Background: an optimization exercise with open tools, aiming at small area, a short achievable clock period and few clock cycles. Do not read the settings as production practice. RTL that was checked went through simulation tests only; none was proved equivalent to the original. Function not checked in runs 5 to 7: the RTL went through the layout flow alone. No activity file was given, so power comes from the tool's default toggle rates.

### flow/design.v
module draw_lines(
      input          i_clk,
      input          i_reset,
      input   [10:0] i_x0,
      input   [10:0] i_x1,
      input   [10:0] i_y0,
      input   [10:0] i_y1,
      input          i_start,
      input          i_load_fifo,
      output         o_waiting,
      output         o_fifo_full,
      output         o_wr,
      output  [18:0] o_addr
    );
   localparam NR = 12;           
   localparam RW = 38;           
   function [11:0] ks_add;
      input [11:0] a, b;
      input        ci;
      reg   [11:0] p, g, pp, gg;
      integer i, d;
      begin
         p = a ^ b;
         g = a & b;
         gg = {g[11:1], g[0] | (p[0] & ci)};
         pp = p;
         for (d = 1; d < 12; d = d * 2) begin
            for (i = 11; i >= d; i = i - 1) begin
               gg[i] = gg[i] | (pp[i] & gg[i-d]);
               pp[i] = pp[i] & pp[i-d];
            end
         end
         ks_add = p ^ {gg[10:0], ci};
      end
   endfunction
   reg        idle;              
   reg        wr;                
   reg  [3:0] count;             
   reg        full;              
   reg  [NR-1:0] r_v;            
   reg           x_v, y_v, e_v;
   reg        e_last;            
   wire emit   = ~idle & e_v;    
   wire finish = emit & e_last;  
   wire [NR+2:0] vall = {e_v, y_v, x_v, r_v};      
   wire [NR+2:0] take;
   genvar gi;
   generate
      for (gi = 1; gi <= NR+2; gi = gi + 1) begin : g_take
         assign take[gi] = vall[gi-1] & (~&vall[NR+2:gi] | finish);
      end
   endgenerate
   assign take[0] = i_load_fifo;
   wire [3:0] count_nx = count + {3'd0, i_load_fifo} - {3'd0, finish};
   always @(posedge i_clk) begin
      if (i_reset) begin
         idle    <= 1'b1;
         wr      <= 1'b0;
         count   <= 4'd0;
         full    <= 1'b0;
         r_v     <= {NR{1'b0}};
         x_v     <= 1'b0;
         y_v     <= 1'b0;
         e_v     <= 1'b0;
      end else begin
         idle  <= idle ? ~i_start : (count == 4'd0);
         wr    <= emit;
         count <= count_nx;
         full  <= count_nx == 4'd15;
         r_v   <= (r_v & ~take[NR:1]) | take[NR-1:0];
         x_v   <= (x_v & ~take[NR+1]) | take[NR];
         y_v   <= (y_v & ~take[NR+2]) | take[NR+1];
         e_v   <= (e_v & ~finish) | take[NR+2];
      end
   end
   assign o_waiting   = idle;
   assign o_fifo_full = full;
   assign o_wr        = wr;
   reg [RW-1:0] r_d [0:NR-1];
   always @(posedge i_clk) begin
      if (take[0])
         r_d[0] <= {i_x0[9:0], i_y0[8:0], i_x1[9:0], i_y1[8:0]};
   end
   generate
      for (gi = 1; gi < NR; gi = gi + 1) begin : g_raw
         always @(posedge i_clk) begin
            if (take[gi])
               r_d[gi] <= r_d[gi-1];
         end
      end
   endgenerate
   wire [9:0] h_x0 = r_d[NR-1][37:28];
   wire [8:0] h_y0 = r_d[NR-1][27:19];
   wire [9:0] h_x1 = r_d[NR-1][18:9];
   wire [8:0] h_y1 = r_d[NR-1][8:0];
   wire [10:0] dxp = {1'b0, h_x1} - {1'b0, h_x0};
   wire [10:0] dxn = {1'b0, h_x0} - {1'b0, h_x1};
   wire  [9:0] dyp = {1'b0, h_y1} - {1'b0, h_y0};
   wire  [9:0] dyn = {1'b0, h_y0} - {1'b0, h_y1};
   reg  [RW-1:0] x_pts;          
   reg     [9:0] x_adx;
   reg     [8:0] x_ady;
   reg           x_sx, x_sy;     
   always @(posedge i_clk) begin
      if (take[NR]) begin
         x_pts <= r_d[NR-1];
         x_sx  <= dxp[10];
         x_sy  <= dyp[9];
         x_adx <= dxp[10] ? dxn[9:0] : dxp[9:0];
         x_ady <= dyp[9]  ? dyn[8:0] : dyp[8:0];
      end
   end
   wire        steep = {1'b0, x_ady} > x_adx;
   wire        swap  = steep ? x_sy : x_sx;
   reg   [9:0] y_xs;
   reg   [8:0] y_ys;
   reg   [9:0] y_da, y_db;
   reg         y_steep, y_bpos;
   always @(posedge i_clk) begin
      if (take[NR+1]) begin
         y_xs    <= swap ? x_pts[18:9] : x_pts[37:28];
         y_ys    <= swap ? x_pts[8:0]  : x_pts[27:19];
         y_da    <= steep ? {1'b0, x_ady} : x_adx;
         y_db    <= steep ? x_adx : {1'b0, x_ady};
         y_steep <= steep;
         y_bpos  <= ~(x_sx ^ x_sy);
      end
   end
   wire [9:0]  d1 = y_da - y_db;                             
   wire [10:0] e0 = {2'b0, y_da[9:1]} - {1'b0, y_db};        
   reg  [9:0] e_x;
   reg  [8:0] e_y;
   reg [10:0] e_err;             
   reg  [9:0] e_d1;              
   reg  [9:0] e_db;
   reg  [9:0] e_cnt;             
   reg        e_steep, e_bpos;
   wire        e_step   = e_err[10];
   wire [11:0] e_err_s_w  = ks_add({e_err[10], e_err}, {2'b0, e_d1}, 1'b0);
   wire [11:0] e_err_ns_w = ks_add({e_err[10], e_err}, {2'b11, ~e_db}, 1'b1);
   wire [10:0] e_err_s  = e_err_s_w[10:0];
   wire [10:0] e_err_ns = e_err_ns_w[10:0];
   wire        x_mv = ~e_steep | e_step;
   wire        x_up = ~e_steep | e_bpos;
   wire        y_mv =  e_steep | e_step;
   wire        y_up =  e_steep | e_bpos;
   wire  [9:0] e_x_nx = x_mv ? (x_up ? e_x + 10'd1 : e_x - 10'd1) : e_x;
   wire  [8:0] e_y_nx = y_mv ? (y_up ? e_y + 9'd1 : e_y - 9'd1) : e_y;
   always @(posedge i_clk) begin
      if (take[NR+2]) begin
         e_x     <= y_xs;
         e_y     <= y_ys;
         e_err   <= e0;
         e_d1    <= d1;
         e_db    <= y_db;
         e_cnt   <= y_da;
         e_last  <= (y_da == 10'd0);
         e_steep <= y_steep;
         e_bpos  <= y_bpos;
      end else if (emit) begin
         e_x     <= e_x_nx;
         e_y     <= e_y_nx;
         e_err   <= e_step ? e_err_s : e_err_ns;
         e_cnt   <= e_cnt - 10'd1;
         e_last  <= (e_cnt == 10'd1);
      end
   end
   reg [18:0] addr;
   wire [11:0] s_a = {1'b0, e_y, 2'b0};
   wire [11:0] s_b = {3'b0, e_y};
   wire [11:0] s_c = {9'b0, e_x[9:7]};
   wire [11:0] s_sum = s_a ^ s_b ^ s_c;
   wire [11:0] s_cry = (s_a & s_b) | (s_a & s_c) | (s_b & s_c);
   always @(posedge i_clk) begin
      addr[6:0]  <= e_x[6:0];
      addr[18:7] <= ks_add(s_sum, {s_cry[10:0], 1'b0}, 1'b0);
   end
   assign o_addr = addr;
endmodule
### flow/run.sh
#!/bin/bash
# synth_recipe.tcl (not shown) runs the flow's synth.tcl, then flattens the netlist and writes it again
# the make line also repeats each setting of config.mk as NAME=value (left out here)
make -C /OpenROAD-flow-scripts/flow DESIGN_CONFIG=/design/flow/config.mk WORK_HOME=/design/flow/orfs CLKGATE_MAP_FILE= SYNTH_SCRIPT=/design/flow/synth_recipe.tcl finish
### flow/config.mk
export PLATFORM = sky130hd
export DESIGN_NAME = draw_lines
export DESIGN_NICKNAME = draw_lines
export VERILOG_FILES = /design/flow/design.v
export SDC_FILE = /design/flow/constraint.sdc
export NUM_CORES = 4
export LEC_CHECK = 0
export ABC_AREA = 1
export CAP_MARGIN = 20
export CORE_MARGIN = 2
export CORE_UTILIZATION = 40
export CTS_CLUSTER_DIAMETER = 100
export CTS_CLUSTER_SIZE = 20
export SETUP_SLACK_MARGIN = 3.0
export SLEW_MARGIN = 20
### flow/constraint.sdc
create_clock -name core_clock -period 5.0 [get_ports {i_clk}]
set_input_delay 1.0000 -clock core_clock [delete_from_list [all_inputs] [get_ports {i_clk}]]
set_output_delay 1.0000 -clock core_clock [all_outputs]
set_load 0.01 [all_outputs]
==> results of run 1 <==
[path summary, 6_finish.rpt]
| path | slack, ns | end |
|---|---|---|
| max | 2.86 | y_xs[2] |
| min | 0.41 | r_d[11][34] |
| max reg2reg | 2.86 | y_xs[2] |
| min reg2reg | 0.41 | r_d[11][34] |
[logic make-up after synthesis]
group	Yosys count	synth area share (%)
buf+inv	240	3.72
other cells	1	0.0142
xor+xnor	60	2.00
flops	660	73.7
mux	1	0.0380
simple gates	554	9.22
fa+ha+maj	127	6.38
compound gates	230	4.90
[synth_stat cells (7+ instances only)]
cell / count
dfxtp_1: 41
clkbuf_1: 11
xor2_1: 46
inv_2: 8
fa_1: 12
ha_1: 115
nand4_1: 11
edfxtp_1: 619
inv_1: 199
nand2_1: 320
o21bai_1: 8
a21oi_1: 85
o21ai_1: 7
nand3_1: 99
nor3_1: 10
xnor2_1: 14
buf_2: 11
o211ai_1: 11
nor2_1: 80
o21ai_0: 86
[cell type report]
type | instances | area, um2 | area share [%]
inverters | 208 | 816 | 2.54
repair buffers | 198 | 1830 | 5.69
flip-flops and latches | 660 | 19400 | 60.4
well taps | 864 | 1080 | 3.36
multi-input cells | 996 | 7880 | 24.5
clock inverters | 7 | 97.6 | 0.303
clock buffers | 52 | 1020 | 3.19
[flip-flops by register name, indices dropped and copies added, names as in the netlist, 9 cells and up]
name,count
e_d1,10
r_v,12
e_err,11
x_adx,10
e_db,10
y_db,10
y_da,10
x_pts,38
e_cnt,10
e_x,10
addr,19
e_y,9
y_ys,9
r_d,456
x_ady,9
y_xs,10
[power by group through the flow]
stage / logic, W / clock network (W) / registers, W
6_report: 0.000127 / 0.00315 / 0.00606
3_3_place_gp: 0.000105 / 0 / 0.00619
4_1_cts: 0.000120 / 0.00329 / 0.00606
3_5_place_dp: 0.000109 / 0 / 0.00619
5_1_grt: 0.000144 / 0.00347 / 0.00607
2_1_floorplan: 0.0000548 / 0 / 0.00618
[repair_timing]
item                                    in CTS  in global routing
pin swaps                                   55                 84
gates resized for setup                    297                202
buffers inserted                            68                 55
cloned                                      20                  4
endpoints found under the setup margin     384                380
[cells in the final DEF (no fill, tap or decap), types with 11 or more instances in the layout]
| cell | count |
|---|---|
| nand3_1 | 56 |
| o21ai_1 | 20 |
| buf_4 | 106 |
| clkdlybuf4s50_1 | 39 |
| nand2_2 | 50 |
| inv_2 | 27 |
| nand4_1 | 11 |
| dfxtp_1 | 29 |
| clkbuf_1 | 13 |
| o21ai_2 | 18 |
| nand2_4 | 11 |
| buf_6 | 21 |
| buf_2 | 15 |
| buf_12 | 14 |
| ha_1 | 65 |
| nor2_4 | 24 |
| o211ai_1 | 11 |
| nand2_1 | 265 |
| xor2_1 | 45 |
| xnor2_1 | 14 |
| o21ai_0 | 52 |
| nor2_1 | 62 |
| ha_4 | 44 |
| a21oi_2 | 26 |
| edfxtp_1 | 619 |
| inv_1 | 175 |
| a21oi_1 | 53 |
| a21oi_4 | 12 |
| clkbuf_16 | 39 |
| nand3_2 | 42 |
[stage by stage]
step	area [um2]	hold WS, ns	power (W)	cells
after floorplan	26500	0.371	0.00624	1873
after global placement	28000	0.400	0.00629	2777
after detailed placement	28000	0.405	0.00630	2777
after CTS	30700	0.407	0.00947	2924
after global routing	32200	0.420	0.00968	2985
final	32200	0.409	0.00934	2985
[worst reg2reg max path, stage by stage, from the launching register on]
cell and delay [ns]:
edfxtp_1 0.38, inv_2 0.14, ha_4 0.22, nand2_1 0.07
inv_1 0.05, o21ai_2 0.13, a21o_1 0.20, nand3_4 0.14
nand2_8 0.14, buf_12 0.14, nand2_8 0.08, nand3_2 0.12
nand2_2 0.08
[layer usage]
| metal | share of wire, % | track usage [%] | vias to the layer above |
|---|---|---|---|
| li1 | - | - | 7091 |
| met1 | 38 | 15.2 | 6822 |
| met2 | 56 | 26.2 | 217 |
| met3 | 3.0 | 1.84 | 75 |
| met4 | 2.5 | 4.44 | 0 |
| met5 | 0 | 0 | - |
==> flow_metrics.py, run 1 <==
metrics = {
    "status": {
        "outcome": "timing/DRC/antenna clean",
    },
    "final_layout": {
        "antenna_cells": 0,
        "n_fill_cell": 5507,
        "post-route-util_pct": 49.1,
        "layout-drive-gt1-share_pct": 25.8,
        "layout-area-overhead-vs-synth_pct": 22.2,
        "nets": 2278,
    },
    "power": {
        "ir_worst_vdd_mv": 0.347,
        "seqPwrFrac_pct": 64.9,
        "swShare_pct": 18.9,
        "cell_internal_pwr_w": 0.00758,
        "clock_power_share_pct": 33.7,
        "power.switching_w": 0.00176,
        "leakagePower_nw": 11.7,
        "power_frac_comb_pct": 1.4,
        "powerDensity_nw_per_um2": 290,
    },
    "yosys": {
        "yosysSeqAreaShare_pct": 73.7,
        "yosys-top-cells-area": "edfxtp_1, ha_1, nand2_1",
        "synthArstFlopShare_pct": 0,
        "netlist_instances": 1873,
        "ys_ff_latch": 660,
        "synth_nets": 2048,
        "synthesis.area_um2": 26300,
        "syn_avg_cell_area_um2": 14.1,
        "yosys.area.top_type": "edfxtp_1",
        "synth_cell_type_count": 52,
        "yosysWarnings": 2,
        "synth_top_cell_area_share_pct": 70.6,
        "synth_flop_cell": "edfxtp_1",
        "synth_edf_count": 619,
    },
    "clocking": {
        "cts_buffers": 39,
        "clock-root-buffer": "clkbuf_16",
        "cts_max_level": 2,
        "insertion_delay_ns": 0.59,
        "cts_tree": "yes",
        "clkTransAtPathRegs_ns": 0.09,
        "cts_num_sinks": 660,
        "clockBufferDepth": 3,
        "hold_buffers": 0,
    },
    "critical_path": {
        "cp_num_cells": 12,
        "critical_path_arrival_ns": 2.48,
        "r2r_start": "x_adx[3]",
        "worst_setup_path_start_kind": "register",
        "cp-end-kind": "register",
        "crit_path_start": "x_adx[3]",
        "crit_required_ns": 5.35,
        "crit_type": "register to register",
        "critical_path.cell_chain": "inv_2 > ha_4 > nand2_1 > inv_1 > o21ai_2 > a21o_1 > nand3_4 > nand2_8 > buf_12 > nand2_8 > nand3_2 > nand2_2",
        "cpMaxStageDelayCell": "edfxtp_1",
        "cp_top_family": "simple AND/OR/NAND/NOR gates",
        "slowest_delay_ns": 0.38,
        "worst-path-max-fanout": 6,
        "cp_common_cell": "nand2_8",
        "reg2reg_depth": 12,
        "path_buf_inv": 3,
    },
    "floorplan": {
        "die-area_um2": 67900,
        "start_util_pct": 40.2,
        "ioPinCount": 70,
        "core-area_um2": 65500,
        "rows": 94,
        "die_w_um": 261,
        "dieHeight_um": 261,
    },
    "sta": {
        "drv_slew": 0,
        "period_share_pct": 42.8,
        "slew_headroom_pct": 37.0,
        "fmax_mhz": 468,
        "finalHoldViolations": 0,
        "tightestPinTransition_ns": 0.944,
        "period_needed_ns": 2.14,
        "setup_violations": 0,
        "rsz0062_at_grt": "yes",
        "timing.final.ws_setup_ns": 2.86,
        "final.setup.tns_ns": 0,
        "fin_worst_skew_ns": 0.0218,
    },
    "grt": {
        "grt-ovfl-total": 0,
        "grtUsageTotal_pct": 13.5,
        "grt_pass1_wl_mm": 72.3,
        "grt_max_degree": 60,
        "antenna_found_initial": 0,
        "grt_pass1_vias": 14000,
    },
    "hold_path": {
        "hold_depth": 0,
        "hold_path.class": "register to register",
        "hp-start": "r_d[10][34]",
    },
    "job": {
        "maxCapViolations": 0,
    },
    "routing": {
        "drc_errors": 0,
        "vias_per_cell": 4.76,
        "drtAntennaViolNets": 0,
        "dr.pass1.iters": 5,
        "finalWirelength_mm": 47.5,
        "wl_per_cell_um": 15.9,
        "drt_iter0_markers": 617,
        "vias": 14200,
    },
    "place": {
        "io_buffers": 63,
        "hpwl_mm": 28.7,
        "place_ws_ns": 2.27,
        "place_congestion": 0.831,
    },
}
Testbench counts, summed over its fixed seeds: cycles 117,974.
==> run 2: changes to the inputs <==
--- a/flow/config.mk
+++ b/flow/config.mk
@@ -9,6 +9,7 @@
 export CAP_MARGIN = 20
 export CORE_MARGIN = 2
 export CORE_UTILIZATION = 40
+export CTS_BUF_LIST = sky130_fd_sc_hd__clkbuf_8 sky130_fd_sc_hd__clkbuf_16
 export CTS_CLUSTER_DIAMETER = 100
 export CTS_CLUSTER_SIZE = 20
 export SETUP_SLACK_MARGIN = 3.0
==> run 2 against run 1 <==
Effect of this change:
- setup slack improved by 0.016 ns
- core utilization fell by 0.18 points
- sequential share of layout area rose by 0.22 points
- via count rose by 0.14%
- critical path depth fell by 2
- count of clock-buffer cells in the layout fell by 13
- highest routed layer unchanged
==> flow_metrics.py, run 2 <==
metrics = {
    "grt": {
        "grt_pass1_vias": 13900,
        "grt_pass1_wl_mm": 71.5,
        "grtUsageTotal_pct": 13.4,
        "grt-ovfl-total": 0,
        "antenna_found_initial": 0,
        "grt_max_degree": 60,
    },
    "yosys": {
        "yosys.area.top_type": "edfxtp_1",
        "synthesis.area_um2": 26300,
        "yosysSeqAreaShare_pct": 73.7,
        "synth_most_common_cell": "edfxtp_1",
        "synthArstFlopShare_pct": 0,
        "synth_cell_type_count": 52,
        "netlist_instances": 1873,
        "synth_edf_count": 619,
        "yosys-top-cells-area": "edfxtp_1, ha_1, nand2_1",
        "ys_ff_latch": 660,
        "synth_top_cell_area_share_pct": 70.6,
        "synth_flop_cell": "edfxtp_1",
        "synth_nets": 2048,
        "syn_avg_cell_area_um2": 14.1,
        "synthTopCellsByCount": "edfxtp_1, nand2_1, inv_1",
        "yosysWarnings": 2,
    },
    "routing": {
        "dr.pass1.iters": 6,
        "vias": 14200,
        "finalWirelength_mm": 47.2,
        "drc_errors": 0,
        "vias_per_cell": 4.77,
        "drtAntennaViolNets": 0,
        "wl_per_cell_um": 15.8,
        "drt_iter0_markers": 673,
    },
    "clocking": {
        "insertion_delay_ns": 0.59,
        "cts_buffers": 39,
        "clockBufferDepth": 3,
        "hold_buffers": 0,
        "cts_num_sinks": 660,
        "cts_tree": "yes",
        "clock-root-buffer": "clkbuf_16",
        "cts_max_level": 2,
        "clkTransAtPathRegs_ns": 0.09,
    },
    "sta": {
        "final.setup.tns_ns": 0,
        "period_share_pct": 42.4,
        "drv_slew": 0,
        "slew_headroom_pct": 38.0,
        "tightestPinTransition_ns": 0.928,
        "fin_worst_skew_ns": 0.0201,
        "timing.final.ws_setup_ns": 2.88,
        "finalHoldViolations": 0,
        "rsz0062_at_grt": "yes",
        "fmax_mhz": 471,
        "period_needed_ns": 2.12,
        "setup_violations": 0,
    },
    "final_layout": {
        "antenna_cells": 0,
        "largest-register": "r_d",
        "final_common_cell": "edfxtp_1",
        "largest_reg_flops": 456,
        "layout-area-overhead-vs-synth_pct": 21.7,
        "multiInputGateArea_um2": 7770,
        "reg_top3": "r_d: 456 flops, x_pts: 38 flops, addr: 19 flops",
        "layout_common_cells": "edfxtp_1, nand2_1, inv_1, buf_4",
        "n_fill_cell": 5534,
        "nets": 2277,
        "layout-drive-gt1-share_pct": 25.0,
        "seqCellArea_um2": 19400,
    },
    "place": {
        "place_congestion": 0.831,
        "place_ws_ns": 2.27,
        "hpwl_mm": 28.7,
        "io_buffers": 63,
    },
    "floorplan": {
        "ioPinCount": 70,
        "core-area_um2": 65500,
        "start_util_pct": 40.2,
        "die-area_um2": 67900,
        "dieHeight_um": 261,
        "die_w_um": 261,
        "rows": 94,
    },
    "critical_path": {
        "critical_path_arrival_ns": 2.51,
        "reg2reg_slack_ns": 2.88,
        "critical_path.cell_chain": "inv_1 > ha_1 > inv_1 > nor2_1 > o21ai_2 > nand3_4 > nand2_8 > buf_12 > inv_6 > o21ai_2",
        "worst_setup_path_start_kind": "register",
        "slowest_delay_ns": 0.38,
        "path_buf_inv": 4,
        "cp_top_family": "buffers and inverters",
        "worst-path-max-fanout": 9,
        "cp-end-kind": "register",
        "r2r_start": "x_adx[1]",
        "reg2reg_depth": 10,
        "cpMaxStageDelayCell": "edfxtp_1",
        "crit_required_ns": 5.39,
        "timing.rr.end": "y_da[7]",
        "crit_type": "register to register",
    },
    "hold_path": {
        "hold_depth": 0,
        "hp-start": "r_d[10][34]",
        "hold_path.class": "register to register",
        "worstHoldEndpoint": "r_d[11][34]",
    },
    "power": {
        "leakagePower_nw": 11.8,
        "powerDensity_nw_per_um2": 291,
        "ir_worst_vdd_mv": 0.341,
    },
    "job": {
        "maxCapViolations": 0,
    },
    "status": {
        "outcome": "timing/DRC/antenna clean",
    },
}
[run 2: worst max-delay path by stage]
stage,end,cells after the start,slack (ns),start
2_1_floorplan,x_adx[0],5,2.92,idle
3_3_place_gp,full,5,2.30,i_load_fifo
3_5_place_dp,full,7,2.27,i_load_fifo
4_1_cts,x_adx[5],10,2.85,r_d[11][28]
5_1_grt,y_xs[5],11,2.82,x_adx[7]
6_report,y_da[7],10,2.88,x_adx[1]
[run 2: stage by stage]
| stage | util, % | power (W) | hold WS [ns] | area (um2) | instances |
|---|---|---|---|---|---|
| detailed placement | 42.8 | 0.00630 | 0.405 | 28000 | 2777 |
| finish | 48.9 | 0.00931 | 0.410 | 32000 | 2984 |
| CTS | 46.4 | 0.00945 | 0.407 | 30400 | 2917 |
| floorplan | - | 0.00624 | 0.371 | 26500 | 1873 |
| global placement | 42.8 | 0.00629 | 0.400 | 28000 | 2777 |
| global route | 48.9 | 0.00966 | 0.420 | 32000 | 2984 |
[run 2: where the power goes]
group	internal [W]	leakage [nW]	switching [W]
sequential	0.00604	5.97	0.0000186
combinational	0.0000606	5.22	0.0000660
clock	0.00145	0.597	0.00168
[run 2: cell type report]
class	instances	area share (%)
well taps	864	3.37
repair inverters	2	0.0547
clock buffers	39	3.05
multi-input cells	994	24.2
repair buffers	197	5.62
clock inverters	20	0.457
inverters	208	2.56
flip-flops and latches	660	60.6
[run 2: what timing repair did]
item                                    in CTS  in global routing
gates cloned                                15                  9
endpoints found under the hold margin        0                  0
buffers inserted                            66                 56
gates resized for setup                    268                223
endpoints found under the setup margin     384                380
pin swaps                                   43                 83
[run 2: cell families (layout without fill, tap and decap cells)]
kind of cell | after synthesis | count (layout) | synth area share (%)
buffers and inverters | 240 | 466 | 3.72
XOR/XNOR | 60 | 60 | 2.00
flip-flops | 660 | 660 | 73.7
AND/OR/NAND/NOR | 554 | 573 | 9.22
multiplexers | 1 | 1 | 0.0380
other | 1 | 1 | 0.0142
adder cells (fa/ha/maj) | 127 | 127 | 6.38
AO/OA/AOI/OAI | 230 | 232 | 4.90
[run 2: layer usage]
layer,up-vias,wire length (um),track usage (%)
met2,236,26300,25.8
met4,0,1260,4.60
li1,7085,-,-
met5,-,0,0
met3,75,1360,1.75
met1,6829,18300,14.9
==> run 3: changes to the inputs <==
--- a/flow/config.mk
+++ b/flow/config.mk
@@ -12,5 +12,6 @@
 export CTS_BUF_LIST = sky130_fd_sc_hd__clkbuf_8 sky130_fd_sc_hd__clkbuf_16
 export CTS_CLUSTER_DIAMETER = 100
 export CTS_CLUSTER_SIZE = 20
+export PLACE_DENSITY = 0.7
 export SETUP_SLACK_MARGIN = 3.0
 export SLEW_MARGIN = 20
==> run 3 against run 2 <==
Effect of this change:
- setup slack worse by 0.23 ns
- power barely moved
- non-clock buffer count rose by 33
- sequential share of layout area fell by 0.75 points
- fmax fell by 9.6%
==> flow_metrics.py, run 3 <==
metrics = {
    "power": {
        "cell_internal_pwr_w": 0.00755,
        "seqPwrFrac_pct": 65.1,
        "powerDensity_nw_per_um2": 287,
        "clock_power_share_pct": 33.4,
        "leakagePower_nw": 12.0,
        "p_total_w": 0.00931,
        "swShare_pct": 18.9,
        "ir_worst_vdd_mv": 0.305,
        "power_frac_comb_pct": 1.5,
        "power.switching_w": 0.00176,
    },
    "critical_path": {
        "worst_setup_path_start_kind": "register",
        "critical_path_arrival_ns": 2.67,
        "crit_required_ns": 5.32,
        "critical_path.cell_chain": "ha_4 > a21oi_2 > nor2_1 > a21oi_2 > nand3_4 > buf_12 > nand2_8 > buf_12 > inv_8 > nand2_1 > o21ai_1",
        "cpMaxStageDelayCell": "edfxtp_1",
        "worst-path-max-fanout": 6,
        "crit_type": "register to register",
        "slowest_delay_ns": 0.46,
        "cp-end-kind": "register",
    },
    "routing": {
        "finalWirelength_mm": 48.8,
        "drt_iter0_markers": 845,
        "drtAntennaViolNets": 0,
        "drc_errors": 0,
        "dr.pass1.iters": 5,
        "vias_per_cell": 4.86,
        "wl_per_cell_um": 16.2,
        "vias": 14600,
    },
    "sta": {
        "period_share_pct": 47.0,
        "rsz0062_at_grt": "yes",
        "period_needed_ns": 2.35,
        "tightestPinTransition_ns": 0.946,
        "setup_violations": 0,
        "fmax_mhz": 426,
        "finalHoldViolations": 0,
        "final.setup.tns_ns": 0,
        "slew_headroom_pct": 36.7,
        "timing.final.ws_setup_ns": 2.65,
        "drv_slew": 0,
        "fin_worst_skew_ns": 0.0208,
    },
    "yosys": {
        "yosys-top-cells-area": "edfxtp_1, ha_1, nand2_1",
        "yosys.area.top_type": "edfxtp_1",
        "syn_avg_cell_area_um2": 14.1,
        "synth_flop_cell": "edfxtp_1",
        "synth_edf_count": 619,
        "ys_ff_latch": 660,
        "netlist_instances": 1873,
        "synth_cell_type_count": 52,
        "synthArstFlopShare_pct": 0,
        "synth_most_common_cell": "edfxtp_1",
        "synthTopCellsByCount": "edfxtp_1, nand2_1, inv_1",
        "yosysWarnings": 2,
        "synth_nets": 2048,
        "synthesis.area_um2": 26300,
        "synth_top_cell_area_share_pct": 70.6,
        "yosysSeqAreaShare_pct": 73.7,
    },
    "final_layout": {
        "post-route-util_pct": 49.5,
        "layout_common_cells": "edfxtp_1, nand2_1, inv_1, buf_4, nor2_1",
        "layout-area-overhead-vs-synth_pct": 23.3,
        "final_common_cell": "edfxtp_1",
        "fin_area_um2": 32400,
        "layout-drive-gt1-share_pct": 26.8,
        "n_fill_cell": 5340,
        "antenna_cells": 0,
        "largest_reg_flops": 456,
        "nets": 2307,
        "largest-register": "r_d",
        "multiInputGateArea_um2": 7780,
        "seqCellArea_um2": 19400,
        "reg_top3": "r_d: 456 flops, x_pts: 38 flops, addr: 19 flops",
    },
    "place": {
        "place_area_um2": 28000,
        "place_ws_ns": 2.27,
        "hpwl_mm": 28.3,
        "place_congestion": 0.884,
        "io_buffers": 63,
    },
    "floorplan": {
        "die_w_um": 261,
        "ioPinCount": 70,
        "core-area_um2": 65500,
        "dieHeight_um": 261,
        "rows": 94,
        "start_util_pct": 40.2,
        "die-area_um2": 67900,
    },
    "job": {
        "maxCapViolations": 0,
    },
    "grt": {
        "grt_util_met2_pct": 25.4,
        "grt_pass1_vias": 14400,
        "grtUsageTotal_pct": 13.6,
        "grt_pass1_wl_mm": 73.4,
        "antenna_found_initial": 0,
        "grt-ovfl-total": 0,
        "busiest_layer": "met2",
        "grt_max_degree": 41,
        "met1_usage_pct": 15.3,
        "use_met3_pct": 2.26,
    },
    "hold_path": {
        "hold_path.class": "register to register",
    },
    "clocking": {
        "cts_tree": "yes",
        "insertion_delay_ns": 0.57,
        "clock-root-buffer": "clkbuf_16",
        "cts_max_level": 2,
        "cts_buffers": 39,
        "clkTransAtPathRegs_ns": 0.08,
        "cts_num_sinks": 660,
        "clockBufferDepth": 3,
    },
    "status": {
        "outcome": "timing/DRC/antenna clean",
    },
}
run 3: what timing repair did:
item / 4_1_cts / 5_1_grt
pin swaps: 65 / 90
cloned: 18 / 8
buffers inserted: 73 / 78
setup endpoints to repair: 456 / 369
hold buffers: 0 / 0
gates resized for setup: 297 / 222
run 3: area by class of cell:
type / instances / area share, %
timing repair inverter: 2 / 0.0617
multi-input combinational: 991 / 24.0
clock inverter: 19 / 0.382
tap: 864 / 3.33
inverter: 208 / 2.49
clock buffer: 39 / 3.01
sequential: 660 / 59.9
timing repair buffer: 230 / 6.85
run 3: power groups by stage:
stage	Sequential, W	Clock [W]	Combinational (W)
2_1_floorplan	0.00618	0	0.0000548
3_3_place_gp	0.00619	0	0.000105
3_5_place_dp	0.00619	0	0.000109
4_1_cts	0.00606	0.00321	0.000120
5_1_grt	0.00607	0.00342	0.000152
6_report	0.00606	0.00311	0.000135
run 3: stage by stage:
stage | cells | hold slack, ns
2_1_floorplan | 1873 | 0.371
3_3_place_gp | 2777 | 0.400
3_5_place_dp | 2777 | 0.405
4_1_cts | 2926 | 0.406
5_1_grt | 3013 | 0.410
6_report | 3013 | 0.403
run 3: logic make-up after synthesis:
family / after synthesis / share of synthesized area (%)
flip-flops: 660 / 73.7
AND/OR/NAND/NOR: 554 / 9.22
buffers and inverters: 240 / 3.72
AO/OA/AOI/OAI: 230 / 4.90
adder cells (fa/ha/maj): 127 / 6.38
XOR/XNOR: 60 / 2.00
other: 1 / 0.0142
multiplexers: 1 / 0.0380
run 3: path summary, 6_finish.rpt:
check              from         end  slack, ns  depth (start not counted)
max            x_ady[7]     y_da[4]       2.65                         11
min          r_d[5][36]  r_d[6][36]       0.40                          0
max reg2reg    x_ady[7]     y_da[4]       2.65                         11
min reg2reg  r_d[5][36]  r_d[6][36]       0.40                          0
run 3: worst max-delay path, delay by kind of cell (launching register included):
family	cells	cell delay, ns
AOI/OAI and AO/OA	3	0.45
and+or+nand+nor	4	0.51
adders and majority gates	1	0.29
buffers and inverters	3	0.37
DFF	1	0.46
run 3: per-layer routing:
metal  part of all wire [%]  up-vias
li1                       -     7139
met1                     38     7027
met2                     54      341
met3                    3.9      123
met4                    4.0        0
met5                      0        -
==> run 4: changes to the inputs <==
--- a/flow/config.mk
+++ b/flow/config.mk
@@ -8,10 +8,9 @@
 export ABC_AREA = 1
 export CAP_MARGIN = 20
 export CORE_MARGIN = 2
-export CORE_UTILIZATION = 40
+export CORE_UTILIZATION = 55
 export CTS_BUF_LIST = sky130_fd_sc_hd__clkbuf_8 sky130_fd_sc_hd__clkbuf_16
 export CTS_CLUSTER_DIAMETER = 100
 export CTS_CLUSTER_SIZE = 20
-export PLACE_DENSITY = 0.7
 export SETUP_SLACK_MARGIN = 3.0
 export SLEW_MARGIN = 20
==> run 4 against run 3 <==
Effect of this change:
- sequential cell count stayed put
- clock power is 2% higher
- setup slack better by 0.071 ns
- critical path type unchanged
- cell area is 0.44% lower
- largest power group unchanged
- combinational power hardly changed
- highest routed layer unchanged
- non-clock buffer count is 6 lower
==> flow_metrics.py, run 4 <==
metrics = {
    "status": {
        "outcome": "timing/DRC/antenna clean",
    },
    "yosys": {
        "syn_avg_cell_area_um2": 14.1,
        "synthesis.area_um2": 26300,
        "synth_flop_cell": "edfxtp_1",
        "synth_edf_count": 619,
        "yosys-top-cells-area": "edfxtp_1, ha_1, nand2_1",
        "synth_cell_type_count": 52,
        "synth_nets": 2048,
        "yosysSeqAreaShare_pct": 73.7,
        "yosys.area.top_type": "edfxtp_1",
        "ys_ff_latch": 660,
        "synth_top_cell_area_share_pct": 70.6,
        "synth_most_common_cell": "edfxtp_1",
        "synthTopCellsByCount": "edfxtp_1, nand2_1, inv_1",
        "netlist_instances": 1873,
        "synthArstFlopShare_pct": 0,
        "yosysWarnings": 2,
    },
    "grt": {
        "grt_pass1_wl_mm": 72.7,
        "antenna_found_initial": 0,
        "grtUsageTotal_pct": 18.7,
        "grt-ovfl-total": 0,
        "grt_max_degree": 68,
        "grt_pass1_vias": 14100,
    },
    "routing": {
        "drtAntennaViolNets": 0,
        "vias_per_cell": 5.23,
        "dr.pass1.iters": 5,
        "vias": 14500,
        "drt_iter0_markers": 831,
        "drc_errors": 0,
        "wl_per_cell_um": 17.3,
        "finalWirelength_mm": 47.9,
    },
    "critical_path": {
        "slowest_delay_ns": 0.46,
        "critical_path.cell_chain": "inv_2 > ha_4 > nand2_4 > inv_2 > o21ai_2 > a21o_1 > buf_6 > nand3_4 > buf_4 > buf_6 > nand2_8 > o21ai_0",
        "cp-end-kind": "register",
        "worst-path-max-fanout": 10,
        "cpMaxStageDelayCell": "edfxtp_1",
        "path_buf_inv": 5,
        "cp_top_family": "buffers and inverters",
        "crit_required_ns": 5.32,
        "worst_setup_path_start_kind": "register",
        "crit_type": "register to register",
        "critical_path_arrival_ns": 2.60,
    },
    "final_layout": {
        "layout-area-overhead-vs-synth_pct": 22.7,
        "layout-drive-gt1-share_pct": 27.5,
        "multiInputGateArea_um2": 7990,
        "reg_top3": "r_d: 456 flops, x_pts: 38 flops, addr: 19 flops",
        "n_fill_cell": 3307,
        "largest-register": "r_d",
        "antenna_cells": 0,
        "fin_area_um2": 32300,
        "final_common_cell": "edfxtp_1",
        "largest_reg_flops": 456,
        "layout_common_cells": "edfxtp_1, nand2_1, inv_1, buf_4, nor2_1",
        "nets": 2306,
        "seqCellArea_um2": 19400,
    },
    "clocking": {
        "cts_tree": "yes",
        "cts_num_sinks": 660,
        "cts_buffers": 39,
        "insertion_delay_ns": 0.58,
        "clkTransAtPathRegs_ns": 0.09,
        "clockBufferDepth": 3,
        "clock-root-buffer": "clkbuf_16",
        "cts_max_level": 2,
    },
    "sta": {
        "hold_slack_ns": 0.406,
        "setup_violations": 0,
        "fmax_mhz": 439,
        "final.setup.tns_ns": 0,
        "slew_headroom_pct": 32.5,
        "drv_slew": 0,
        "tightestPinTransition_ns": 1.01,
        "fin_worst_skew_ns": 0.0335,
        "period_share_pct": 45.5,
        "period_needed_ns": 2.28,
        "rsz0062_at_grt": "yes",
        "finalHoldViolations": 0,
        "timing.final.ws_setup_ns": 2.72,
    },
    "hold_path": {
        "hold_path.class": "register to register",
    },
    "floorplan": {
        "rows": 80,
        "start_util_pct": 55.5,
        "die_w_um": 223,
        "die-area_um2": 49600,
        "dieHeight_um": 223,
        "core-area_um2": 47400,
        "ioPinCount": 70,
    },
    "power": {
        "ir_worst_vdd_mv": 0.323,
        "powerDensity_nw_per_um2": 290,
        "leakagePower_nw": 12.0,
    },
    "place": {
        "place_area_um2": 27700,
        "place_congestion": 0.899,
        "hpwl_mm": 28.2,
        "place_ws_ns": 2.22,
        "io_buffers": 63,
    },
    "job": {
        "maxCapViolations": 0,
    },
}
==> run 4: cells by family after synthesis <==
kind of cell    synth area share (%)
compound gates                  4.90
buf+inv                         3.72
fa+ha+maj                       6.38
mux                           0.0380
flops                           73.7
xor+xnor                        2.00
simple gates                    9.22
other cells                   0.0142
==> run 4: area by class of cell <==
cell class	instances	share of cell area [%]
Sequential cell	660	60.2
Multi-Input combinational cell	996	24.7
Timing Repair Buffer	224	6.57
Clock buffer	41	3.18
Inverter	208	2.52
Tap cell	615	2.38
Clock inverter	22	0.414
Timing Repair inverter	2	0.0697
==> run 4: per-stage QoR <==
stage	util, %	std cells	power [W]
6_report	68.1	2768	0.00938
5_1_grt	68.1	2768	0.00970
4_1_cts	64.4	2697	0.00949
3_5_place_dp	58.5	2529	0.00630
3_3_place_gp	58.4	2528	0.00629
2_1_floorplan	-	1873	0.00624
==> run 4: timing repair <==
action	in CTS	in global routing
buffers inserted	79	69
endpoints found under the setup margin	347	339
gates cloned	26	1
pin swaps	61	93
gates resized for setup	302	247
hold buffers	0	0
hold endpoints to repair	0	0
==> run 4: power breakdown <==
group	internal [W]	switching (W)	leakage, nW
Sequential	0.00604	0.0000176	5.97
Combinational	0.0000650	0.0000674	5.39
Clock	0.00150	0.00168	0.632
Total	0.00761	0.00177	12.0
==> run 4: final timing paths <==
path / startpoint / end / slack (ns) / depth (start not counted)
min: r_d[0][12] / r_d[1][12] / 0.41 / 0
max: x_adx[3] / y_db[4] / 2.72 / 12
min reg2reg: r_d[0][12] / r_d[1][12] / 0.41 / 0
max reg2reg: x_adx[3] / y_db[4] / 2.72 / 12
==> run 4: per-layer routing <==
layer / wire length [um] / part of all wire (%) / GRT usage, %
met1: 17600 / 37 / 20.7
met2: 26800 / 56 / 36.0
met3: 1820 / 3.8 / 2.95
met4: 1740 / 3.6 / 7.06
met5: 0 / 0 / 0
==> run 5: changes to the inputs <==
--- a/flow/design.v
+++ b/flow/design.v
@@ -111,15 +111,18 @@
       end
    end
    wire        steep = {1'b0, x_ady} > x_adx;
-   wire        swap  = steep ? x_sy : x_sx;
+   wire  [9:0] xs_s = x_sy ? x_pts[18:9] : x_pts[37:28];
+   wire  [8:0] ys_s = x_sy ? x_pts[8:0]  : x_pts[27:19];
+   wire  [9:0] xs_n = x_sx ? x_pts[18:9] : x_pts[37:28];
+   wire  [8:0] ys_n = x_sx ? x_pts[8:0]  : x_pts[27:19];
    reg   [9:0] y_xs;
    reg   [8:0] y_ys;
    reg   [9:0] y_da, y_db;
    reg         y_steep, y_bpos;
    always @(posedge i_clk) begin
       if (take[NR+1]) begin
-         y_xs    <= swap ? x_pts[18:9] : x_pts[37:28];
-         y_ys    <= swap ? x_pts[8:0]  : x_pts[27:19];
+         y_xs    <= steep ? xs_s : xs_n;
+         y_ys    <= steep ? ys_s : ys_n;
          y_da    <= steep ? {1'b0, x_ady} : x_adx;
          y_db    <= steep ? x_adx : {1'b0, x_ady};
          y_steep <= steep;
==> flow/config.mk (replaced) <==
export PLATFORM = sky130hd
export DESIGN_NAME = draw_lines
export DESIGN_NICKNAME = draw_lines
export VERILOG_FILES = /design/flow/design.v
export SDC_FILE = /design/flow/constraint.sdc
export NUM_CORES = 4
export LEC_CHECK = 0
export ABC_AREA = 1
export CAP_MARGIN = 20
export CORE_MARGIN = 2
export CORE_UTILIZATION = 40
export CTS_CLUSTER_DIAMETER = 100
export CTS_CLUSTER_SIZE = 25
export SETUP_SLACK_MARGIN = 2.9
export SLEW_MARGIN = 20
==> run 5 against run 4 <==
Effect of this change:
- sequential share of layout area rose by 2.8 points
- combinational power is 11% lower
- power fell by 4.4%
- count of clock-buffer cells in the layout grew 5
- synthesized cell count up 5.1%
- clock skew fell by 0.018 ns
- first-iteration DRC count is 5.5% lower
- wire length fell by 9.0%
- setup slack improved by 0.036 ns
- global-route usage shrank 6.2 points
- clock power decreased by 12%
- largest cell class unchanged
- largest power group unchanged
- highest routed layer unchanged
==> flow_metrics.py, run 5 <==
metrics = {
    "status": {
        "outcome": "timing/DRC/antenna clean",
    },
    "clocking": {
        "cts_max_level": 1,
        "cts_tree": "yes",
        "cts_buffers": 31,
        "clock-root-buffer": "clkbuf_16",
        "clockBufferDepth": 3,
        "clkTransAtPathRegs_ns": 0.10,
        "hold_buffers": 0,
        "insertion_delay_ns": 0.62,
        "cts_num_sinks": 660,
    },
    "critical_path": {
        "cp-end-kind": "register",
        "crit_type": "register to register",
        "worst_setup_path_start_kind": "register",
        "path_buf_inv": 2,
        "slowest_delay_ns": 0.45,
        "cp_top_family": "simple AND/OR/NAND/NOR gates",
        "cpMaxStageDelayCell": "edfxtp_1",
        "worst-path-max-fanout": 18,
        "crit_required_ns": 5.37,
        "critical_path.cell_chain": "inv_1 > ha_1 > nand2_1 > nor3_2 > o21ai_1 > o211ai_1 > nand2_4 > bufbuf_16 > nand2_1 > o21ai_1",
        "critical_path_arrival_ns": 2.61,
    },
    "routing": {
        "wl_per_cell_um": 14.5,
        "dr.pass1.iters": 5,
        "vias_per_cell": 4.70,
        "finalWirelength_mm": 43.6,
        "vias": 14100,
        "drc_errors": 0,
        "drt_iter0_markers": 785,
        "drtAntennaViolNets": 0,
    },
    "yosys": {
        "synthTopCellsByCount": "edfxtp_1, nand2_1, inv_1",
        "netlist_instances": 1968,
        "yosysWarnings": 2,
        "synthArstFlopShare_pct": 0,
        "synth_nets": 2143,
        "syn_avg_cell_area_um2": 13.5,
        "synth_top_cell_area_share_pct": 69.7,
        "yosys.area.top_type": "edfxtp_1",
        "synth_edf_count": 619,
        "synth_cell_type_count": 52,
        "synth_most_common_cell": "edfxtp_1",
        "yosysSeqAreaShare_pct": 72.8,
        "yosys-top-cells-area": "edfxtp_1, nand2_1, ha_1",
        "synth_flop_cell": "edfxtp_1",
        "ys_ff_latch": 660,
        "synthesis.area_um2": 26700,
    },
    "grt": {
        "grt_pass1_vias": 13900,
        "grt_pass1_wl_mm": 69.0,
        "grt_max_degree": 69,
        "grt-ovfl-total": 0,
        "antenna_found_initial": 0,
        "grtUsageTotal_pct": 12.5,
    },
    "sta": {
        "period_needed_ns": 2.24,
        "rsz0062_at_grt": "yes",
        "final.setup.tns_ns": 0,
        "fmax_mhz": 446,
        "tightestPinTransition_ns": 0.948,
        "setup_violations": 0,
        "drv_slew": 0,
        "period_share_pct": 44.8,
        "finalHoldViolations": 0,
        "timing.final.ws_setup_ns": 2.76,
        "fin_worst_skew_ns": 0.0158,
        "slew_headroom_pct": 36.7,
    },
    "final_layout": {
        "antenna_cells": 0,
        "fin_area_um2": 30900,
        "layout-drive-gt1-share_pct": 17.2,
        "reg_top3": "r_d: 456 flops, x_pts: 38 flops, addr: 19 flops",
        "largest-register": "r_d",
        "nets": 2301,
        "layout-area-overhead-vs-synth_pct": 15.7,
        "final_common_cell": "edfxtp_1",
        "layout_common_cells": "edfxtp_1, nand2_1, inv_1, o21ai_0, ha_1",
        "instances_no_fill": 3009,
        "largest_reg_flops": 456,
    },
    "floorplan": {
        "dieHeight_um": 262,
        "ioPinCount": 70,
        "die_w_um": 262,
        "start_util_pct": 40.5,
        "core-area_um2": 65900,
        "rows": 94,
        "die-area_um2": 68700,
    },
    "place": {
        "dpl.cell_count": 2865,
        "place_ws_ns": 2.28,
        "place_area_um2": 28300,
        "io_buffers": 63,
        "place_congestion": 0.833,
        "hpwl_mm": 29.1,
    },
    "power": {
        "leakagePower_nw": 11.4,
        "ir_worst_vdd_mv": 0.282,
        "powerDensity_nw_per_um2": 291,
    },
    "hold_path": {
        "hold_path.class": "register to register",
    },
    "job": {
        "maxCapViolations": 0,
    },
}
==> run 5: cell types whose count changed after synthesis, sizes merged, moves of 2 or more <==
cell and delta:
nand2 +75, nand3 -41, o21ai +35, inv +12, clkbuf +5, buf +3
nor2 +2, nor3 +2
==> run 5: metrics by stage <==
step	total power [W]	util, %	hold WS, ns
after floorplan	0.00624	-	0.371
after global placement	0.00629	43.0	0.401
after detailed placement	0.00630	43.0	0.405
after CTS	0.00908	45.3	0.417
after global routing	0.00929	46.8	0.425
final	0.00897	46.8	0.410
==> run 5: kinds of logic after synthesis <==
| family | synth area share, % |
|---|---|
| AO/OA/AOI/OAI | 5.61 |
| XOR/XNOR | 1.91 |
| adder cells (fa/ha/maj) | 6.30 |
| buffers and inverters | 3.93 |
| flip-flops | 72.8 |
| multiplexers | 0.0375 |
| other | 0.0141 |
| AND/OR/NAND/NOR | 9.41 |
==> run 5: final cells by class <==
class,instances,area [um2]
fill,5702,35000
sequential,660,19400
multi-input combinational,1051,7020
timing repair buffer,158,1520
tap,864,1080
inverter,221,875
clock buffer,46,832
clock inverter,6,68.8
timing repair inverter,3,26.3
==> run 5: power by group <==
| part | internal [W] | switching (W) | total (W) |
|---|---|---|---|
| Clock | 0.00118 | 0.00160 | 0.00279 |
| Sequential | 0.00604 | 0.0000176 | 0.00606 |
| Combinational | 0.0000551 | 0.0000617 | 0.000117 |
| Total | 0.00728 | 0.00168 | 0.00897 |
==> run 5: layer usage <==
metal	wire length, um	GRT usage [%]
met5	0	0
met4	1560	4.47
met3	1300	1.71
met2	23000	23.4
met1	17800	14.6
==> run 5: worst paths after layout <==
check	startpoint	end	slack, ns	cells after the start
worst min register to register	r_d[9][15]	r_d[10][15]	0.41	0
worst max register to register	x_adx[5]	y_db[2]	2.76	10
worst min-delay path	r_d[9][15]	r_d[10][15]	0.41	0
worst max-delay path	x_adx[5]	y_db[2]	2.76	10
==> run 5: worst register-to-register path, delay by kind of cell, from the launching register on <==
family | cells | cell delay, ns
buffers and inverters | 2 | 0.43
AOI/OAI and AO/OA | 3 | 0.29
and+or+nand+nor | 4 | 0.50
adders and majority gates | 1 | 0.31
DFF | 1 | 0.45
==> run 5: repair_timing <==
item | 4_1_cts | 5_1_grt
gates resized for setup | 178 | 142
pin swaps | 24 | 43
setup endpoints to repair | 320 | 298
cloned | 9 | 2
setup buffers | 29 | 48
==> run 6: changes to the inputs <==
--- a/flow/config.mk
+++ b/flow/config.mk
@@ -11,5 +11,5 @@
 export CORE_UTILIZATION = 40
 export CTS_CLUSTER_DIAMETER = 100
 export CTS_CLUSTER_SIZE = 25
-export SETUP_SLACK_MARGIN = 2.9
+export SETUP_SLACK_MARGIN = 3.0
 export SLEW_MARGIN = 20
==> run 6 against run 5 <==
Effect of this change:
- clock skew increased by 0.014 ns
- synthesized cell count unchanged
- clock power increased by 3%
- sequential power about the same
- wire length increased by 3.4%
- sequential share of layout area decreased by 2.0 points
- combinational power increased by 7%
- count of clock-buffer cells in the layout increased by 8
- still clean
- critical endpoint is now x_adx[6]
- core utilization increased by 1.6 points
==> flow_metrics.py, run 6 <==
metrics = {
    "sta": {
        "setup_violations": 0,
        "finalHoldViolations": 0,
        "tightestPinTransition_ns": 0.918,
        "slew_headroom_pct": 38.6,
        "period_needed_ns": 2.18,
        "fmax_mhz": 458,
        "period_share_pct": 43.6,
        "fin_worst_skew_ns": 0.0303,
        "drv_slew": 0,
        "final.setup.tns_ns": 0,
        "rsz0062_at_grt": "yes",
    },
    "yosys": {
        "yosysSeqAreaShare_pct": 72.8,
        "synthArstFlopShare_pct": 0,
        "synth_top_cell_area_share_pct": 69.7,
        "yosys-top-cells-area": "edfxtp_1, nand2_1, ha_1",
        "netlist_instances": 1968,
        "synthTopCellsByCount": "edfxtp_1, nand2_1, inv_1",
        "synth_cell_type_count": 52,
        "ys_ff_latch": 660,
        "synth_edf_count": 619,
        "synth_flop_cell": "edfxtp_1",
        "synth_nets": 2143,
        "yosysWarnings": 2,
        "synth_most_common_cell": "edfxtp_1",
        "yosys.area.top_type": "edfxtp_1",
        "syn_avg_cell_area_um2": 13.5,
        "synthesis.area_um2": 26700,
    },
    "power": {
        "clock_power_share_pct": 31.7,
        "power_frac_comb_pct": 1.4,
        "p_total_w": 0.00906,
        "seqPwrFrac_pct": 66.9,
        "powerDensity_nw_per_um2": 284,
        "swShare_pct": 18.7,
        "ir_worst_vdd_mv": 0.312,
        "power.switching_w": 0.00170,
        "cell_internal_pwr_w": 0.00736,
        "leakagePower_nw": 11.7,
    },
    "routing": {
        "drtAntennaViolNets": 0,
        "drc_errors": 0,
        "vias": 14500,
        "vias_per_cell": 4.77,
        "drt_iter0_markers": 777,
        "dr.pass1.iters": 5,
        "wl_per_cell_um": 14.8,
        "finalWirelength_mm": 45.1,
    },
    "floorplan": {
        "die-area_um2": 68700,
        "rows": 94,
        "core-area_um2": 65900,
        "die_w_um": 262,
        "ioPinCount": 70,
        "start_util_pct": 40.5,
        "dieHeight_um": 262,
    },
    "place": {
        "place_congestion": 0.848,
        "dpl.cell_count": 2864,
        "io_buffers": 63,
        "hpwl_mm": 28.8,
    },
    "hold_path": {
        "hold_path.class": "register to register",
    },
    "critical_path": {
        "cp_common_cell": "nand2_2",
        "critical_path.cell_chain": "ha_4 > fa_2 > o21ai_4 > a21oi_4 > o21ai_2 > nand2_2 > nand2_8 > inv_8 > nand2_1 > nand2_2",
        "critical_path_arrival_ns": 2.57,
        "cp-end-kind": "register",
        "crit_required_ns": 5.39,
        "worst_setup_path_start_kind": "register",
        "crit_type": "register to register",
        "cpMaxStageDelayCell": "edfxtp_1",
        "slowest_delay_ns": 0.44,
        "worst-path-max-fanout": 8,
    },
    "clocking": {
        "insertion_delay_ns": 0.64,
        "clock-root-buffer": "clkbuf_16",
        "cts_tree": "yes",
        "cts_max_level": 1,
        "clockBufferDepth": 3,
        "cts_num_sinks": 660,
        "hold_buffers": 0,
        "cts_buffers": 31,
        "clkTransAtPathRegs_ns": 0.10,
    },
    "final_layout": {
        "instances_no_fill": 3051,
        "antenna_cells": 0,
        "layout-drive-gt1-share_pct": 21.8,
        "final_common_cell": "edfxtp_1",
        "layout-area-overhead-vs-synth_pct": 19.6,
        "largest-register": "r_d",
        "layout_common_cells": "edfxtp_1, nand2_1, inv_1, buf_4, ha_1",
        "nets": 2337,
        "reg_top3": "r_d: 456 flops, x_pts: 38 flops, addr: 19 flops",
        "largest_reg_flops": 456,
    },
    "grt": {
        "grt_max_degree": 69,
        "grtUsageTotal_pct": 12.7,
        "grt_pass1_vias": 14100,
        "antenna_found_initial": 0,
        "grt-ovfl-total": 0,
        "grt_pass1_wl_mm": 70.2,
    },
    "job": {
        "maxCapViolations": 0,
    },
    "status": {
        "outcome": "timing/DRC/antenna clean",
    },
}
==> run 6: cell families after synthesis <==
family	count (synthesis)	share of synthesized area, %
flops	660	72.8
simple gates	593	9.41
compound gates	267	5.61
buf+inv	261	3.93
fa+ha+maj	127	6.30
xor+xnor	58	1.91
other cells	1	0.0141
mux	1	0.0375
==> run 6: what timing repair did <==
action                                  in CTS  in global routing
buffers inserted                            69                 40
pin swaps                                   53                 81
endpoints found under the setup margin     406                345
resized for setup                          233                221
cloned                                      10                  6
==> run 6: power by group through the flow <==
stage / clock (W) / combinational [W] / sequential, W
2_1_floorplan: 0 / 0.0000549 / 0.00618
4_1_cts: 0.00299 / 0.000121 / 0.00606
6_report: 0.00287 / 0.000125 / 0.00606
3_5_place_dp: 0 / 0.000108 / 0.00619
5_1_grt: 0.00318 / 0.000140 / 0.00607
3_3_place_gp: 0 / 0.000105 / 0.00619
==> run 6: final cells by class <==
class | instances | area, um2
clock buffer | 54 | 903
clock inverter | 4 | 61.3
fill | 5574 | 34000
inverter | 221 | 883
multi-input combinational | 1056 | 7680
sequential | 660 | 19400
tap | 864 | 1080
timing repair buffer | 186 | 1770
timing repair inverter | 6 | 85.1
==> run 6: stage by stage <==
| step | worst slack, ns | hold WS [ns] | util, % | cell area [um2] |
|---|---|---|---|---|
| after CTS | 2.79 | 0.415 | 46.3 | 30500 |
| final | 2.82 | 0.403 | 48.4 | 31900 |
| after detailed placement | 2.19 | 0.405 | 43.0 | 28400 |
| after global placement | 2.22 | 0.401 | 43.0 | 28400 |
| after floorplan | 2.82 | 0.371 | - | 26800 |
| after global routing | 2.77 | 0.418 | 48.4 | 31900 |
==> run 6: routing by layer <==
layer,up-vias,part of all wire (%),GRT usage (%)
met1,6939,41,14.9
li1,7272,-,-
met2,246,53,23.6
met4,0,3.5,4.66
met5,-,0,0
met3,85,3.0,1.67
==> run 6: worst max-delay path, delay by kind of cell (launching register included) <==
| kind | cells | cell delay, ns |
|---|---|---|
| fa+ha+maj | 2 | 0.56 |
| compound gates | 3 | 0.45 |
| flops | 1 | 0.44 |
| simple gates | 4 | 0.41 |
| buf+inv | 1 | 0.06 |
==> run 6: worst paths after layout <==
path | startpoint | to | slack, ns | cells after the start
max | r_d[11][28] | x_adx[6] | 2.82 | 10
min | r_d[10][9] | r_d[11][9] | 0.40 | 0
max reg2reg | r_d[11][28] | x_adx[6] | 2.82 | 10
min reg2reg | r_d[10][9] | r_d[11][9] | 0.40 | 0
==> run 7: changes to the inputs <==
--- a/flow/design.v
+++ b/flow/design.v
@@ -40,18 +40,26 @@
    reg  [NR-1:0] r_v;            
    reg           x_v, y_v, e_v;
    reg        e_last;            
-   wire emit   = ~idle & e_v;    
-   wire finish = emit & e_last;  
+   wire emit   = e_v & (~idle | (i_start & ~e_last));
+   wire finish = ~idle & e_v & e_last;    
    wire [NR+2:0] vall = {e_v, y_v, x_v, r_v};      
    wire [NR+2:0] take;
+   reg  [NR+2:1] sfull;
    genvar gi;
    generate
       for (gi = 1; gi <= NR+2; gi = gi + 1) begin : g_take
-         assign take[gi] = vall[gi-1] & (~&vall[NR+2:gi] | finish);
+         assign take[gi] = vall[gi-1] & (~sfull[gi] | finish);
       end
    endgenerate
    assign take[0] = i_load_fifo;
    wire [3:0] count_nx = count + {3'd0, i_load_fifo} - {3'd0, finish};
+   wire [NR+2:0] vall_nx = (vall & ~{finish, take[NR+2:1]}) | take;
+   wire [NR+2:1] sfull_nx;
+   generate
+      for (gi = 1; gi <= NR+2; gi = gi + 1) begin : g_sfull
+         assign sfull_nx[gi] = &vall_nx[NR+2:gi];
+      end
+   endgenerate
    always @(posedge i_clk) begin
       if (i_reset) begin
          idle    <= 1'b1;
@@ -62,15 +70,17 @@
          x_v     <= 1'b0;
          y_v     <= 1'b0;
          e_v     <= 1'b0;
+         sfull   <= {(NR+2){1'b0}};
       end else begin
          idle  <= idle ? ~i_start : (count == 4'd0);
          wr    <= emit;
          count <= count_nx;
          full  <= count_nx == 4'd15;
-         r_v   <= (r_v & ~take[NR:1]) | take[NR-1:0];
-         x_v   <= (x_v & ~take[NR+1]) | take[NR];
-         y_v   <= (y_v & ~take[NR+2]) | take[NR+1];
-         e_v   <= (e_v & ~finish) | take[NR+2];
+         r_v   <= vall_nx[NR-1:0];
+         x_v   <= vall_nx[NR];
+         y_v   <= vall_nx[NR+1];
+         e_v   <= vall_nx[NR+2];
+         sfull <= sfull_nx;
       end
    end
    assign o_waiting   = idle;
@@ -111,18 +121,15 @@
       end
    end
    wire        steep = {1'b0, x_ady} > x_adx;
-   wire  [9:0] xs_s = x_sy ? x_pts[18:9] : x_pts[37:28];
-   wire  [8:0] ys_s = x_sy ? x_pts[8:0]  : x_pts[27:19];
-   wire  [9:0] xs_n = x_sx ? x_pts[18:9] : x_pts[37:28];
-   wire  [8:0] ys_n = x_sx ? x_pts[8:0]  : x_pts[27:19];
+   wire        swap  = steep ? x_sy : x_sx;
    reg   [9:0] y_xs;
    reg   [8:0] y_ys;
    reg   [9:0] y_da, y_db;
    reg         y_steep, y_bpos;
    always @(posedge i_clk) begin
       if (take[NR+1]) begin
-         y_xs    <= steep ? xs_s : xs_n;
-         y_ys    <= steep ? ys_s : ys_n;
+         y_xs    <= swap ? x_pts[18:9] : x_pts[37:28];
+         y_ys    <= swap ? x_pts[8:0]  : x_pts[27:19];
          y_da    <= steep ? {1'b0, x_ady} : x_adx;
          y_db    <= steep ? x_adx : {1'b0, x_ady};
          y_steep <= steep;
--- a/flow/config.mk
+++ b/flow/config.mk
@@ -10,6 +10,6 @@
 export CORE_MARGIN = 2
 export CORE_UTILIZATION = 40
 export CTS_CLUSTER_DIAMETER = 100
-export CTS_CLUSTER_SIZE = 25
+export CTS_CLUSTER_SIZE = 20
 export SETUP_SLACK_MARGIN = 3.0
 export SLEW_MARGIN = 20
==> run 7 against run 6 <==
Effect of this change:
- count of clock-buffer cells in the layout up 6
- setup slack worse by 0.0042 ns
- sequential cell count up 13
- non-clock buffer count up 32
- sequential share of layout area down 0.59 points
- sequential power up 2%
- final cell count up 0.72%
- synthesized cell count down 1.1%
- critical endpoint is now y_xs[1]
==> flow_metrics.py, run 7 <==
metrics = {
    "status": {
        "outcome": "timing/DRC/antenna clean",
    },
    "grt": {
        "busiest_layer": "met2",
        "grt_pass1_vias": 14500,
        "grtUsageTotal_pct": 13.2,
        "grt_max_degree": 60,
        "met1_usage_pct": 15.0,
        "grt_pass1_wl_mm": 73.5,
        "use_met3_pct": 1.88,
        "antenna_found_initial": 0,
        "grt_util_met2_pct": 24.6,
        "grt-ovfl-total": 0,
    },
    "yosys": {
        "yosysSeqAreaShare_pct": 73.4,
        "synth_edf_count": 619,
        "synth_flop_cell": "edfxtp_1",
        "syn_avg_cell_area_um2": 13.8,
        "synthArstFlopShare_pct": 0,
        "netlist_instances": 1947,
        "synth_most_common_cell": "edfxtp_1",
        "ys_ff_latch": 673,
        "yosys-top-cells-area": "edfxtp_1, ha_1, nand2_1",
        "synthTopCellsByCount": "edfxtp_1, nand2_1, inv_1",
        "yosys.area.top_type": "edfxtp_1",
        "synth_top_cell_area_share_pct": 69.4,
        "synthesis.area_um2": 26800,
        "synth_cell_type_count": 52,
        "yosysWarnings": 2,
        "synth_nets": 2122,
    },
    "final_layout": {
        "reg_top3": "r_d: 456 flops, x_pts: 38 flops, addr: 19 flops",
        "largest-register": "r_d",
        "layout-area-overhead-vs-synth_pct": 21.7,
        "largest_reg_flops": 456,
        "nets": 2362,
        "antenna_cells": 0,
        "n_fill_cell": 5608,
        "layout_common_cells": "edfxtp_1, nand2_1, inv_1, buf_4, nand3_1",
        "final_common_cell": "edfxtp_1",
        "layout-drive-gt1-share_pct": 24.3,
    },
    "hold_path": {
        "hold_path.class": "register to register",
        "hold_depth": 0,
        "worstHoldEndpoint": "r_d[7][18]",
        "hp-start": "r_d[6][18]",
    },
    "power": {
        "ir_worst_vdd_mv": 0.261,
        "p_total_w": 0.00957,
        "leakagePower_nw": 12.2,
        "powerDensity_nw_per_um2": 293,
    },
    "floorplan": {
        "start_util_pct": 40.5,
        "dieHeight_um": 263,
        "ioPinCount": 70,
        "die-area_um2": 69100,
        "rows": 94,
        "core-area_um2": 66100,
        "die_w_um": 263,
    },
    "clocking": {
        "cts_max_level": 2,
        "hold_buffers": 0,
        "cts_tree": "yes",
        "cts_buffers": 40,
        "clockBufferDepth": 3,
        "clkTransAtPathRegs_ns": 0.08,
        "clock-root-buffer": "clkbuf_16",
        "cts_num_sinks": 673,
        "insertion_delay_ns": 0.59,
    },
    "sta": {
        "period_share_pct": 43.7,
        "final.setup.tns_ns": 0,
        "timing.final.ws_setup_ns": 2.81,
        "slew_headroom_pct": 45.9,
        "finalHoldViolations": 0,
        "fmax_mhz": 457,
        "setup_violations": 0,
        "rsz0062_at_grt": "yes",
        "fin_worst_skew_ns": 0.0194,
        "hold_slack_ns": 0.409,
        "drv_slew": 0,
        "period_needed_ns": 2.19,
        "tightestPinTransition_ns": 0.812,
    },
    "critical_path": {
        "worst_setup_path_start_kind": "register",
        "critical_path_arrival_ns": 2.53,
        "reg2reg_depth": 10,
        "cp-end-kind": "register",
        "r2r_start": "x_ady[7]",
        "worst-path-max-fanout": 8,
        "reg2reg_slack_ns": 2.81,
        "crit_type": "register to register",
        "timing.rr.end": "y_xs[1]",
        "crit_required_ns": 5.34,
    },
    "routing": {
        "dr.pass1.iters": 4,
        "drc_errors": 0,
        "drt_iter0_markers": 627,
        "vias": 14700,
        "drtAntennaViolNets": 0,
        "vias_per_cell": 4.77,
        "finalWirelength_mm": 47.1,
        "wl_per_cell_um": 15.3,
    },
    "place": {
        "io_buffers": 63,
        "place_congestion": 0.852,
        "place_ws_ns": 1.72,
        "hpwl_mm": 30.2,
    },
    "job": {
        "maxCapViolations": 0,
    },
}
[run 7: cell count changes in the layout (fill, tap and decap cells not counted), sizes merged, moves of 4 or more]
| cell | before | now |
|---|---|---|
| nand2 | 405 | 371 |
| nor3 | 12 | 5 |
| dfxtp | 41 | 54 |
| o21ai | 129 | 90 |
| buf | 146 | 177 |
| o211ai | 12 | 5 |
| a21oi | 93 | 86 |
| clkbuf | 54 | 62 |
| nor2 | 95 | 91 |
| nand3 | 64 | 130 |
[run 7: cell families (layout without fill, tap and decap cells)]
| logic type | count (synthesis) | count (layout) | synth area share [%] |
|---|---|---|---|
| AO/OA/AOI/OAI | 218 | 218 | 4.58 |
| XOR/XNOR | 60 | 60 | 1.96 |
| adder cells (fa/ha/maj) | 127 | 127 | 6.27 |
| buffers and inverters | 254 | 504 | 3.84 |
| flip-flops | 673 | 673 | 73.4 |
| multiplexers | 1 | 1 | 0.0374 |
| other | 1 | 1 | 0.0140 |
| AND/OR/NAND/NOR | 613 | 625 | 9.90 |
[run 7: per-layer routing]
metal / vias up / wire length, um
li1: 7302 / -
met1: 7019 / 18700
met2: 235 / 25100
met3: 97 / 1430
met4: 0 / 1890
met5: - / 0
[run 7: where the power goes]
| part | internal [W] | switching, W | leakage (nW) |
|---|---|---|---|
| combinational | 0.0000575 | 0.0000669 | 5.60 |
| sequential | 0.00615 | 0.0000178 | 6.07 |
| clock | 0.00156 | 0.00172 | 0.566 |
[run 7: timing repair]
action | 4_1_cts | 5_1_grt
gates resized for setup | 304 | 228
pin swaps | 52 | 87
cloned | 11 | 2
endpoints found under the setup margin | 297 | 227
setup buffers | 76 | 63
[run 7: worst max-delay path by stage]
stage	start	endpoint	depth (start not counted)	slack, ns
after floorplan	i_start	e_y[0]	3	2.87
after global placement	i_start	e_err[10]	4	1.74
after detailed placement	i_start	e_err[10]	4	1.72
after CTS	idle	o_waiting	1	2.86
after global routing	x_ady[6]	y_xs[1]	10	2.73
final	x_ady[7]	y_xs[1]	10	2.81
[run 7: area by class of cell]
type	count	area (um2)	area share [%]
sequential	673	19700	60.3
multi-input combinational	1032	7800	23.9
tap	864	1080	3.31
clock inverter	4	75.1	0.230
inverter	222	876	2.68
timing repair buffer	218	2000	6.13
clock buffer	60	1110	3.39
[run 7: worst max-delay path, cell delays in order (launching register included)]
cell	delay [ns]
edfxtp_1	0.47
ha_4	0.33
nand2_4	0.05
nor2_4	0.14
nand4_1	0.17
nand3_4	0.19
buf_6	0.13
nand3b_4	0.14
buf_12	0.19
nand3_2	0.07
nand2_2	0.06
[run 7: through the flow]
| stage | cell area [um2] | std cells | util (%) |
|---|---|---|---|
| floorplan | 26800 | 1947 | - |
| global placement | 28500 | 2857 | 43.1 |
| detailed placement | 28500 | 2857 | 43.1 |
| CTS | 31100 | 3008 | 47.0 |
| global route | 32600 | 3073 | 49.4 |
| finish | 32600 | 3073 | 49.4 |

[separate check: timing with driven ports]
How much do the figures lean on ideal ports? The routed layouts below were timed once more, with nothing changed but the port constraints. Step 1: set_driving_cell puts a clkbuf_16 on i_clk and a buf_2 on each other input, an assumption about the parent block. Step 2 moves the port delays by t, midway between the first and last clock arrival at a register: inputs arrive t later, outputs are due t later. That takes back most of the time a late clock gives input paths. a / b / c = ideal ports / drivers / drivers and shift; a / b = the first two.
run	shift t [ns]	setup slack, ns	hold slack, ns	worst register clock-pin slew, ns	cell pins on the clock port's net
run 1	0.635	2.862 / 2.862 / 2.584	0.408 / 0.408 / 0.408	0.09 / 0.09	1
run 2	0.632	2.878 / 2.878 / 2.586	0.410 / 0.410 / 0.410	0.09 / 0.09	1
run 3	0.615	2.652 / 2.652 / 2.473	0.403 / 0.403 / 0.403	0.09 / 0.09	1
run 4	0.624	2.724 / 2.724 / 2.420	0.406 / 0.406 / 0.406	0.09 / 0.09	1
run 5	0.669	2.760 / 2.758 / 2.477	0.410 / 0.410 / 0.410	0.10 / 0.10	1
run 6	0.678	2.818 / 2.818 / 2.444	0.403 / 0.403 / 0.403	0.10 / 0.10	1
run 7	0.635	2.813 / 2.813 / 2.482	0.409 / 0.409 / 0.409	0.09 / 0.09	1
After both steps setup and hold are still met in every run listed. For run 6, which loses most, drivers alone change the setup slack by 0.000 ns; drivers and shift together by -0.374 ns.
